Source: an optimization exercise on an open RTL-to-GDS flow (aim: small area). Production flows keep margins and buffers that such runs may drop. RTL that was checked went through simulation tests only; none was proved equivalent to the original. Function not checked in run 2: the RTL went through the layout flow alone. Power figures rest on the tool's default switching activity, not on a simulated workload.

==> flow/design.v (outline; a module is shown in full before it is edited, if it fits) <==
// module WTA: 2479 lines
module WTA
#(
	parameter  MAXDISPARITY = 64 ,
	parameter  LPDI_WIDTH = 8 ,
	parameter  INPUTDATAWID = 513,
	parameter  OUTPUTDATAWID = 9
  )
(
	input wire                      clk,
	input wire                      en,
	input wire                      pixelEN,
	input  wire[INPUTDATAWID-1:0]   LPDi,
	output wire[OUTPUTDATAWID-1:0]  disparity
);
  // ...
==> flow/flow/run.sh <==
#!/bin/bash
set -euo pipefail
W=$PWD
bash standard.sh synth > "$W/synth_ref.log" 2>&1
cp orfs/results/"$FLOW_PLATFORM"/WTA/base/1_2_yosys.v "$W/ref_synth.v"
python3 flow/map.py "$FLOW_DESIGN" "$W/ref_synth.v" "$W/mapped.v" > "$W/map.log" 2>&1
rm -rf orfs
bash standard.sh SYNTH_NETLIST_FILES="$W/mapped.v" \
  "BUFFER_PORTS_ARGS=-buffer_cell sky130_fd_sc_hd__buf_1" GPL_TIMING_DRIVEN=0 PLACE_DENSITY=0.75 finish > "$W/layout.log" 2>&1
==> flow/flow/map.py <==
#!/usr/bin/env python3
"""Technology mapping for this design's RTL, which is written one gate per assignment.

usage: map.py design.v ref_synth.v out.v

Reads design.v (the version's RTL as the layout reads it), maps every
'assign nK = <expression>;' onto the sky130hd cell with that function, every bit of the
step-enabled registers onto sky130_fd_sc_hd__edfxtp_1, and writes the gate netlist.
Register instances get the names the standard synthesis gives them; ref_synth.v (the
standard synthesis of the same design.v) is read to check that the two netlists have the
same registers, by name and cell type. Stops with an error on anything it does not know."""
import re, sys

LIB = {
 'inv':    ('A', 'Y', '~{A}'),
 'nand2':  ('A B', 'Y', '~({A} & {B})'),
 'nor2':   ('A B', 'Y', '~({A} | {B})'),
 'and2':   ('A B', 'X', '{A} & {B}'),
 'or2':    ('A B', 'X', '{A} | {B}'),
 'nand3':  ('A B C', 'Y', '~({A} & {B} & {C})'),
 'nor3':   ('A B C', 'Y', '~({A} | {B} | {C})'),
 'and3':   ('A B C', 'X', '{A} & {B} & {C}'),
 'nand4':  ('A B C D', 'Y', '~({A} & {B} & {C} & {D})'),
 'nor4':   ('A B C D', 'Y', '~({A} | {B} | {C} | {D})'),
 'and4':   ('A B C D', 'X', '{A} & {B} & {C} & {D}'),
 'or4':    ('A B C D', 'X', '{A} | {B} | {C} | {D}'),
 'o22ai':  ('A1 A2 B1 B2', 'Y', '~(({A1} | {A2}) & ({B1} | {B2}))'),
 'a22oi':  ('A1 A2 B1 B2', 'Y', '~(({A1} & {A2}) | ({B1} & {B2}))'),
 'a22o':   ('A1 A2 B1 B2', 'X', '({A1} & {A2}) | ({B1} & {B2})'),
 'o22a':   ('A1 A2 B1 B2', 'X', '({A1} | {A2}) & ({B1} | {B2})'),
 'a21oi':  ('A1 A2 B1', 'Y', '~(({A1} & {A2}) | {B1})'),
 'a221o':  ('A1 A2 B1 B2 C1', 'X', '({A1} & {A2}) | ({B1} & {B2}) | {C1}'),
 'a221oi': ('A1 A2 B1 B2 C1', 'Y', '~(({A1} & {A2}) | ({B1} & {B2}) | {C1})'),
 'o221a':  ('A1 A2 B1 B2 C1', 'X', '({A1} | {A2}) & ({B1} | {B2}) & {C1}'),
 'o221ai': ('A1 A2 B1 B2 C1', 'Y', '~(({A1} | {A2}) & ({B1} | {B2}) & {C1})'),
 'mux2':   ('A0 A1 S', 'X', '{S} ? {A1} : {A0}'),
}
# same-area stronger variants
FREE = {'inv': 2, 'mux2': 2, 'or2': 2, 'o221a': 2}
# (fanout at least, size) per cell type
FANOUT_SIZE = {
 'a221o': [(3, 2)], 'a22o': [(3, 2)], 'o22a': [(3, 2)], 'and2': [(3, 2), (6, 4)], 'and4': [(3, 2), (6, 4)],
 'or2': [(6, 4)], 'and3': [(3, 2), (6, 4)], 'or4': [(3, 2), (6, 4)],
 'nand2': [(6, 2)], 'nand3': [(6, 2)], 'a21oi': [(6, 2)],
}
SIG = r'([A-Za-z_]\w*(?:\s*\[\s*\d+\s*\])?)'

def pattern(tmpl):
    out = ''
    for part in re.split(r'(\{\w+\})', tmpl):
        if part.startswith('{'):
            out += SIG
        else:
            for ch in part:
                out += r'\s*' if ch == ' ' else re.escape(ch)
    return re.compile(r'^\s*' + out + r'\s*$')

PATS = [(k, pattern(v[2]), v[0].split(), v[1]) for k, v in LIB.items()]
# most specific first: longer templates before shorter ones
PATS.sort(key=lambda p: -len(LIB[p[0]][2]))

def norm(s):
    return re.sub(r'\s+', '', s)

def die(msg):
    sys.exit('map.py: ' + msg)

def main():
    src, ref, out = sys.argv[1:4]
    text = open(src).read()
    text = re.sub(r'//[^\n]*', '', text)
    text = re.sub(r'/\*.*?\*/', '', text, flags=re.S)
    cells = []
    wires = []
    for m in re.finditer(r'\bassign\s+(n\d+)\s*=\s*([^;]*);', text):
        lhs, rhs = m.group(1), m.group(2)
        for typ, pat, pins, outpin in PATS:
            mm = pat.match(rhs)
            if mm:
                cells.append((typ, lhs, dict(zip(pins, map(norm, mm.groups()))), outpin))
                wires.append(lhs)
                break
        else:
            die(f'no cell for assign {lhs} = {rhs}')
    m = re.search(r'\bwire\s+step\s*=\s*en\s*&\s*pixelEN\s*;', text)
    if not m:
        die('no step')
    regs = {}
    for m in re.finditer(r'\breg\s*\[\s*(\d+)\s*:\s*0\s*\]\s*(\w+)\s*;', text):
        regs[m.group(2)] = int(m.group(1)) + 1
    blocks = re.findall(r'always\s*@\s*\(\s*posedge\s+clk\s*\)\s*if\s*\(\s*step\s*\)\s*(\w+)\s*<=\s*\{([^}]*)\}\s*;', text)
    if sorted(b[0] for b in blocks) != sorted(regs):
        die(f'registers {sorted(regs)} vs assignments {[b[0] for b in blocks]}')

    def expand(item):
        item = norm(item)
        m = re.fullmatch(r'(\w+)\[(\d+):(\d+)\]', item)
        if m:
            hi, lo = int(m.group(2)), int(m.group(3))
            return [f'{m.group(1)}[{i}]' for i in range(hi, lo - 1, -1)]
        m = re.fullmatch(r"(\d+)'b([01]+)", item)
        if m:
            assert int(m.group(1)) == len(m.group(2))
            return ['zero' if c == '0' else 'one' for c in m.group(2)]
        return [item]

    flops = []
    for name, body in blocks:
        bits = [b for it in body.split(',') for b in expand(it)]
        if len(bits) != regs[name]:
            die(f'{name}: {len(bits)} bits for {regs[name]}')
        for i, d in enumerate(reversed(bits)):
            flops.append((f'{name}[{i}]', d))
    m = re.search(r'\bassign\s+disparity\s*=\s*\{([^}]*)\}\s*;', text)
    if not m:
        die('no disparity')
    outs = [b for it in m.group(1).split(',') for b in expand(it)]
    if len(outs) != 9:
        die('disparity width')
    outs = list(reversed(outs))

    # registers of the standard synthesis
    reftxt = open(ref).read()
    refregs = sorted(re.findall(r'(sky130_fd_sc_hd__\w+)\s+\\(\S+\$_\w+)\s', reftxt))
    mine = sorted(('sky130_fd_sc_hd__edfxtp_1', f'{q}$_DFFE_PP_') for q, _ in flops)
    if refregs != mine:
        die(f'registers differ from the standard synthesis: {refregs[:5]} ... vs {mine[:5]} ...')

    # drive strengths: free upgrades (same area), then by fanout
    fanout = {}
    for typ, o, pins, outpin in cells:
        for n in pins.values():
            fanout[n] = fanout.get(n, 0) + 1
    for q, d in flops:
        fanout[d] = fanout.get(d, 0) + 1
    size = {}
    for typ, o, pins, outpin in cells:
        s_ = FREE.get(typ, 1)
        fo = fanout.get(o, 0)
        for lim, sz in FANOUT_SIZE.get(typ, []):
            if fo >= lim:
                s_ = max(s_, sz)
        size[o] = s_
    regnames = {q for q, _ in flops}
    def net(n):
        if n in regnames:
            return '\\' + n + ' '
        return n
    L = ['module WTA(clk, en, pixelEN, LPDi, disparity);',
         '  input clk; input en; input pixelEN; input [512:0] LPDi; output [8:0] disparity;',
         '  wire step; wire zero;']
    for q, _ in flops:
        L.append(f'  wire {net(q)};')
    for w in wires:
        L.append(f'  wire {w};')
    L.append('  sky130_fd_sc_hd__and2_1 ustep (.A(en), .B(pixelEN), .X(step));')
    for i, (typ, o, pins, outpin) in enumerate(cells):
        ps = ', '.join(f'.{p}({net(n)})' for p, n in pins.items())
        L.append(f'  sky130_fd_sc_hd__{typ}_{size[o]} g{i} ({ps}, .{outpin}({o}));')
    for q, d in flops:
        L.append(f'  sky130_fd_sc_hd__edfxtp_1 \\{q}$_DFFE_PP_  (.CLK(clk), .D({net(d)}), .DE(step), .Q({net(q)}));')
    if 'one' in outs:
        die('constant one output')
    L.append('  sky130_fd_sc_hd__conb_1 tie0 (.LO(zero));')
    for k, o in enumerate(outs):
        L.append(f'  assign disparity[{k}] = {net(o)};')
    L.append('endmodule')
    open(out, 'w').write('\n'.join(L) + '\n')
    print(f'map.py: {len(cells)} gates, {len(flops)} registers')

main()
==> flow/standard.sh <==
#!/bin/bash
# synth_recipe.tcl (not shown) runs the flow's synth.tcl, then flattens the netlist and writes it again
# the make line also repeats each setting of config.mk as NAME=value (left out here)
make -C /OpenROAD-flow-scripts/flow DESIGN_CONFIG=/design/flow/config.mk WORK_HOME=/design/flow/orfs CLKGATE_MAP_FILE= SYNTH_SCRIPT=/design/flow/synth_recipe.tcl "${@:-finish}"
==> flow/config.mk <==
export PLATFORM = sky130hd
export DESIGN_NAME = WTA
export DESIGN_NICKNAME = WTA
export VERILOG_FILES = /design/flow/design.v
export SDC_FILE = /design/flow/constraint.sdc
export NUM_CORES = 8
export LEC_CHECK = 0
export CAP_MARGIN = 20
export CORE_MARGIN = 2
export CORE_UTILIZATION = 40
export SLEW_MARGIN = 20
==> flow/constraint.sdc <==
create_clock -name core_clock -period 6.67 [get_ports {clk}]
set_input_delay 1.3340 -clock core_clock [delete_from_list [all_inputs] [get_ports {clk}]]
set_output_delay 1.3340 -clock core_clock [all_outputs]
set_load 0.01 [all_outputs]
==> results_dict.tcl, run 1 <==
set metrics [dict create \
    initial_utilization_pct 40.8 \
    final_area_sq_um 14000 \
    status "finished clean" \
    numPlacedInstances 2128 \
    worst-path-max-fanout 9 \
    endpoint "s1[6]$_DFFE_PP_" \
    chipWidth_um 165 \
    grt_overflow 0 \
    fillerInstances 2440 \
    cts_tree "built" \
    power.share.combinational_pct 69.4 \
    dr_wl_met3_um 4770 \
    timing.slew.headroom_pct 54.0 \
    area.sequential_sq_um 1650 \
    layout_min_cycle_time_ns 6.51 \
    setup.worst_path.end_class "register" \
    timing.setup.critical_path_class "input pin to register" \
    fin_worst_hold_slack_ns 0.416 \
    worst_r2r_endpoint "pipe[2]$_DFFE_PP_" \
    num_tap_cells 330 \
    post_layout_nonfiller_instances 2172 \
    worst_hold_path_type "register to register" \
    cp.buffers_inverters 2 \
    buf_share_pct 15.8 \
    proportion_of_total_power_due_to_net_switching_pct 46.9 \
    clk-insertion-delay-late_ns 0.29 \
    cts-buffers-inserted 5 \
    layout.cells.most_common "sky130_fd_sc_hd__buf_1" \
    n_all_inverters 0 \
    hold-path-cell-count 0 \
    route.detailed.vias_per_inst 6.99 \
    critPathRequiredTime_ns 6.71 \
    critical_path_arrival_ns 6.55 \
    via_count_of_the_first_global_routing_pass 13336 \
    placeableCoreArea_sq_um 25300 \
    top_register "pipe" \
    final.period_utilization_pct 97.5 \
    cts.reportedPaths.clkPinSlew_ns 0.07 \
    synth_cells 1275 \
    critical_path.max_stage_delay_ns 0.48 \
    drcViolationCount 0 \
    yosysWarningCount 0 \
    cts.sinks 55 \
    num_io_pins 525 \
]
==> run 2: changes to the inputs <==
--- a/flow/design.v
+++ b/flow/design.v
@@ -2449,32 +2449,32 @@
 assign n1206 = n1129 & n1130;
 assign n1207 = n1131 ? n1181 : n1173;
 assign n1208 = n1131 ? n1182 : n1174;
 assign n1209 = n1131 ? n1179 : n1171;
 assign n1210 = n1131 & n1132;
 assign n1211 = n1133 ? n1197 : n1189;
 assign n1212 = n1133 ? n1198 : n1190;
 assign n1213 = n1133 ? n1195 : n1187;
-assign n1214 = s1[4] ? s1[5] : s1[0];
-assign n1215 = s1[4] ? s1[6] : s1[1];
-assign n1216 = s1[4] ? s1[7] : s1[2];
-assign n1217 = s1[4] ? s1[8] : s1[3];
-assign n1218 = s1[4] & s1[9];
-assign n1219 = s1[14] ? s1[15] : s1[10];
-assign n1220 = s1[14] ? s1[16] : s1[11];
-assign n1221 = s1[14] ? s1[17] : s1[12];
-assign n1222 = s1[14] ? s1[18] : s1[13];
-assign n1223 = n1218 ? n1219 : n1214;
-assign n1224 = n1218 ? n1220 : n1215;
-assign n1225 = n1218 ? n1221 : n1216;
-assign n1226 = n1218 ? n1222 : n1217;
-assign n1227 = n1218 ? s1[14] : s1[4];
-reg [19:0] s1;
+assign n1214 = n1202 ? n1203 : n1199;
+assign n1215 = n1202 ? n1204 : n1200;
+assign n1216 = n1202 ? n1205 : n1201;
+assign n1217 = n1202 ? n1129 : n1127;
+assign n1218 = n1202 & n1206;
+assign n1219 = n1210 ? n1211 : n1207;
+assign n1220 = n1210 ? n1212 : n1208;
+assign n1221 = n1210 ? n1213 : n1209;
+assign n1222 = n1210 ? n1133 : n1131;
+assign n1223 = s1[5] ? s1[6] : s1[0];
+assign n1224 = s1[5] ? s1[7] : s1[1];
+assign n1225 = s1[5] ? s1[8] : s1[2];
+assign n1226 = s1[5] ? s1[9] : s1[3];
+assign n1227 = s1[5] ? s1[10] : s1[4];
+reg [11:0] s1;
 always @(posedge clk)
 if (step)
-	s1 <= {LPDi[512], n1133, n1213, n1212, n1211, n1210, n1131, n1209, n1208, n1207, n1206, n1129, n1205, n1204, n1203, n1202, n1127, n1201, n1200, n1199};
+	s1 <= {LPDi[512], n1210, n1222, n1221, n1220, n1219, n1218, n1202, n1217, n1216, n1215, n1214};
 reg [34:0] pipe;
 always @(posedge clk)
 if (step)
-	pipe <= {pipe[27:0], s1[19], n1218, n1227, n1226, n1225, n1224, n1223};
+	pipe <= {pipe[27:0], s1[11], s1[5], n1227, n1226, n1225, n1224, n1223};
 assign disparity = {pipe[34], 2'b00, pipe[33:28]};
 endmodule
==> flow/flow/run.sh (replaced) <==
#!/bin/bash
set -euo pipefail
W=$PWD
bash standard.sh synth > "$W/synth_ref.log" 2>&1
cp orfs/results/"$FLOW_PLATFORM"/WTA/base/1_2_yosys.v "$W/ref_synth.v"
python3 flow/map.py "$FLOW_DESIGN" "$W/ref_synth.v" "$W/mapped.v" > "$W/map.log" 2>&1
rm -rf orfs
bash standard.sh SYNTH_NETLIST_FILES="$W/mapped.v" \
  "BUFFER_PORTS_ARGS=-buffer_cell sky130_fd_sc_hd__buf_1" GPL_TIMING_DRIVEN=0 finish > "$W/layout.log" 2>&1
==> run 2 against run 1 <==
- the layout now fails its checks (negative setup slack)
- sequential power fell by 14%
- non-clock buffer count rose by 77
- power rose by 10%
- global-route usage rose by 1.7 points
- setup slack got worse by 0.22 ns
- sequential share of layout area fell by 2.8 points
- clock power fell by 15%
- cell area rose by 13%
- routed wire length rose by 7.9%
- utilization rose by 7.7 points
- critical path depth rose by 3
- hold slack improved by 0.0017 ns
==> results_dict.tcl, run 2 <==
set metrics [dict create \
    clkPwrFrac_pct 9.5 \
    maxCapViolCount 0 \
    ctsLongestPathBuffers 2 \
    hold-path-cell-count 0 \
    flip_flop_count_of_the_largest_register_after_layout 35 \
    post_synth.cell_area_avg_sq_um 7.95 \
    achievable-frequency_mhz 149 \
    setup.worst_path.start "LPDi[175]" \
    worst_r2r_endpoint "pipe[1]$_DFFE_PP_" \
    numPlacedInstances 2121 \
    cts.htree.levels 2 \
    ctsRootBufferMaster "sky130_fd_sc_hd__clkbuf_16" \
    first_iter_violations 1580 \
    dr_wl_met3_um 5180 \
    cts.reportedPaths.clkPinSlew_ns 0.07 \
    timing.hold.worst.start "pipe[2]$_DFFE_PP_" \
    worst_hold_path_type "register to register" \
    worstSetupStartpointType "input pin" \
    chipWidth_um 163 \
    post_dr_wirelength_cell_um 23.8 \
    post_layout_nonfiller_instances 2257 \
    placement.io_buffers 522 \
    worst-path-max-fanout 7 \
    power.share.sequential_pct 14.3 \
    route.final.wire_length_um 53700 \
    dr_total_vias 15631 \
    critPathRequiredTime_ns 6.70 \
    area_enclosed_by_the_die_boundary_sq_um 26500 \
    report.final.setup_viol 8 \
    critical_path.max_stage_delay_ns 0.43 \
    final_layout_size_suffix_gt1_share_pct 39.4 \
    total_area_of_multi_input_combinational_cells_sq_um 10900 \
    initial_utilization_pct 40.3 \
    mostFrequentLayoutCells "sky130_fd_sc_hd__buf_1 (465), sky130_fd_sc_hd__o22ai_1 (200), sky130_fd_sc_hd__nor3_1 (169)" \
    route.detailed.vias_per_inst 6.93 \
    top_register "pipe" \
    place.detailed.hpwl_um 40900 \
    synth_cells 1267 \
    cts.hold.buffers_added 0 \
    final.period_utilization_pct 101 \
    final_clock_skew_ns 0.00390 \
    via_count_of_the_first_global_routing_pass 13569 \
    critical_path.most_common_cell "sky130_fd_sc_hd__nand3_2" \
    area.sequential_sq_um 1410 \
    grt_start_max_net_pins 34 \
    postLayoutCoreUtil_pct 63.2 \
    antenna_found_initial 4 \
    cts.sinks 47 \
    clk-insertion-delay-late_ns 0.29 \
    reg_top3 "pipe: 35 flops, s1: 12 flops" \
    syn-cell-area_sq_um 10100 \
    worst_ir_drop_vdd_v 0.000115 \
    maxSlewViolCount 0 \
    drt.antenna.violating_nets 0 \
    grt_overflow 0 \
    yosysWarningCount 0 \
    layout_min_cycle_time_ns 6.73 \
    critical_path_arrival_ns 6.76 \
    gpl.final_weighted_congestion 1.01 \
    fin_tns_setup_ns -0.301 \
    setup.worst_path.end_class "register" \
    p_per_area_nw_per_um2 166 \
    critical-path-slowest-cell "sky130_fd_sc_hd__nor4_2" \
    fin_worst_hold_slack_ns 0.418 \
    net-switching-power_mw 1.27 \
    violations "negative setup slack" \
    placeableCoreArea_sq_um 25000 \
    rows 58 \
    pre_cts_ws_ns -1.03 \
    fillerInstances 2337 \
    cell_internal_pwr_mw 1.35 \
    cts-buffers-inserted 5 \
    status "failed layout checks" \
    reg2reg_slack_ns 5.67 \
    met2RoutedLength_um 26000 \
    grt.total_usage_pct 34.2 \
    timing.final.ws_setup_ns -0.0591 \
    cts_tree "built" \
    area.growth.synth_to_final_pct 56.8 \
    detail_route.first_pass.iterations 6 \
    r2r_cells 1 \
    r2r_start "s1[5]$_DFFE_PP_" \
    layout.cells.most_common "sky130_fd_sc_hd__buf_1" \
    leakagePower_nw 4.89 \
    die_height_um 163 \
    drcViolationCount 0 \
    timing.setup.critical_path_class "input pin to register" \
    wl_met1_um 20400 \
    proportion_of_total_power_due_to_net_switching_pct 48.4 \
    finalHoldViolations 0 \
    first_pass_grt_wire_length_um 72500 \
    power.share.combinational_pct 76.2 \
    final_nets 2439 \
    num_io_pins 525 \
    highest_metal_layer_used_by_the_detailed_router "met5" \
    holdPathEnd "pipe[9]$_DFFE_PP_" \
]
==> run 2: worst max-delay path by stage <==
stage | endpoint | slack [ns] | cells after the start
2_1_floorplan | s1[0]$_DFFE_PP_ | 0.37 | 25
3_3_place_gp | s1[2]$_DFFE_PP_ | -0.99 | 25
3_5_place_dp | s1[2]$_DFFE_PP_ | -1.03 | 25
4_1_cts | s1[0]$_DFFE_PP_ | -0.0001 | 26
5_1_grt | s1[9]$_DFFE_PP_ | -0.27 | 29
6_report | s1[9]$_DFFE_PP_ | -0.06 | 28
==> run 2: layout make-up <==
type | count | share of cell area, %
repair buffers | 629 | 18.6
multi-input cells | 1240 | 68.8
diodes | 3 | 0.0475
clock buffers | 5 | 0.792
flip-flops and latches | 47 | 8.94
clock inverters | 3 | 0.143
well taps | 330 | 2.62
==> run 2: worst max-delay path: cells and delay by family <==
kind / cells / cell delay (ns)
and+or+nand+nor: 15 / 2.95
AOI/OAI and AO/OA: 7 / 1.44
buffers and inverters: 5 / 0.74
muxes: 1 / 0.29
==> run 2: timing repair <==
action	in CTS	in global routing
endpoints found under the setup margin	11	11
setup buffers	9	97
pin swaps	39	155
gates cloned	1	18
resized for setup	85	312
==> run 2: routing by layer <==
layer,global-route usage (%),vias up
li1,-,7079
met3,6.24,175
met5,0,-
met4,9.41,2
met1,43.2,7417
met2,59.8,958
==> run 2: stage by stage <==
stage / cell area, sq um / total power [mW]
6_report: 15800 / 2.62
5_1_grt: 15800 / 2.75
4_1_cts: 13300 / 2.12
3_5_place_dp: 12500 / 1.70
3_3_place_gp: 12400 / 1.69
2_1_floorplan: 10100 / 1.25
==> run 2: power by group through the flow <==
| stage | Combinational, mW | Clock, mW | Sequential [mW] |
|---|---|---|---|
| floorplan | 0.873 | 0 | 0.378 |
| global placement | 1.30 | 0 | 0.381 |
| detailed placement | 1.32 | 0 | 0.381 |
| CTS | 1.50 | 0.253 | 0.375 |
| global route | 2.11 | 0.265 | 0.377 |
| finish | 1.99 | 0.249 | 0.374 |

separate check: timing with driven ports:
How much do the figures lean on ideal ports? The routed layouts below were timed once more, with nothing changed but the port constraints.
Step 1 assumes that a clkbuf_16 drives the clock port and a buf_2 every other input.
Step 2 also shifts input and output timing later by t, the mid clock arrival at the registers, as if the neighbouring blocks saw the same clock.
Slacks: ideal ports / drivers / drivers and shift; pairs: ideal ports / drivers.
| run | t (ns) | slack for setup (ns) | worst hold slack (ns) |
|---|---|---|---|
| run 1 | 0.328 | 0.163 / 0.151 / -0.176 | 0.416 / 0.416 / 0.416 |
| run 2 | 0.325 | -0.059 / -0.044 / -0.368 | 0.418 / 0.418 / 0.418 |
Met with ideal ports but missed after step 2: setup timing in run 1. For run 1, which loses most, drivers alone change the setup slack by -0.012 ns; drivers and shift together by -0.339 ns.
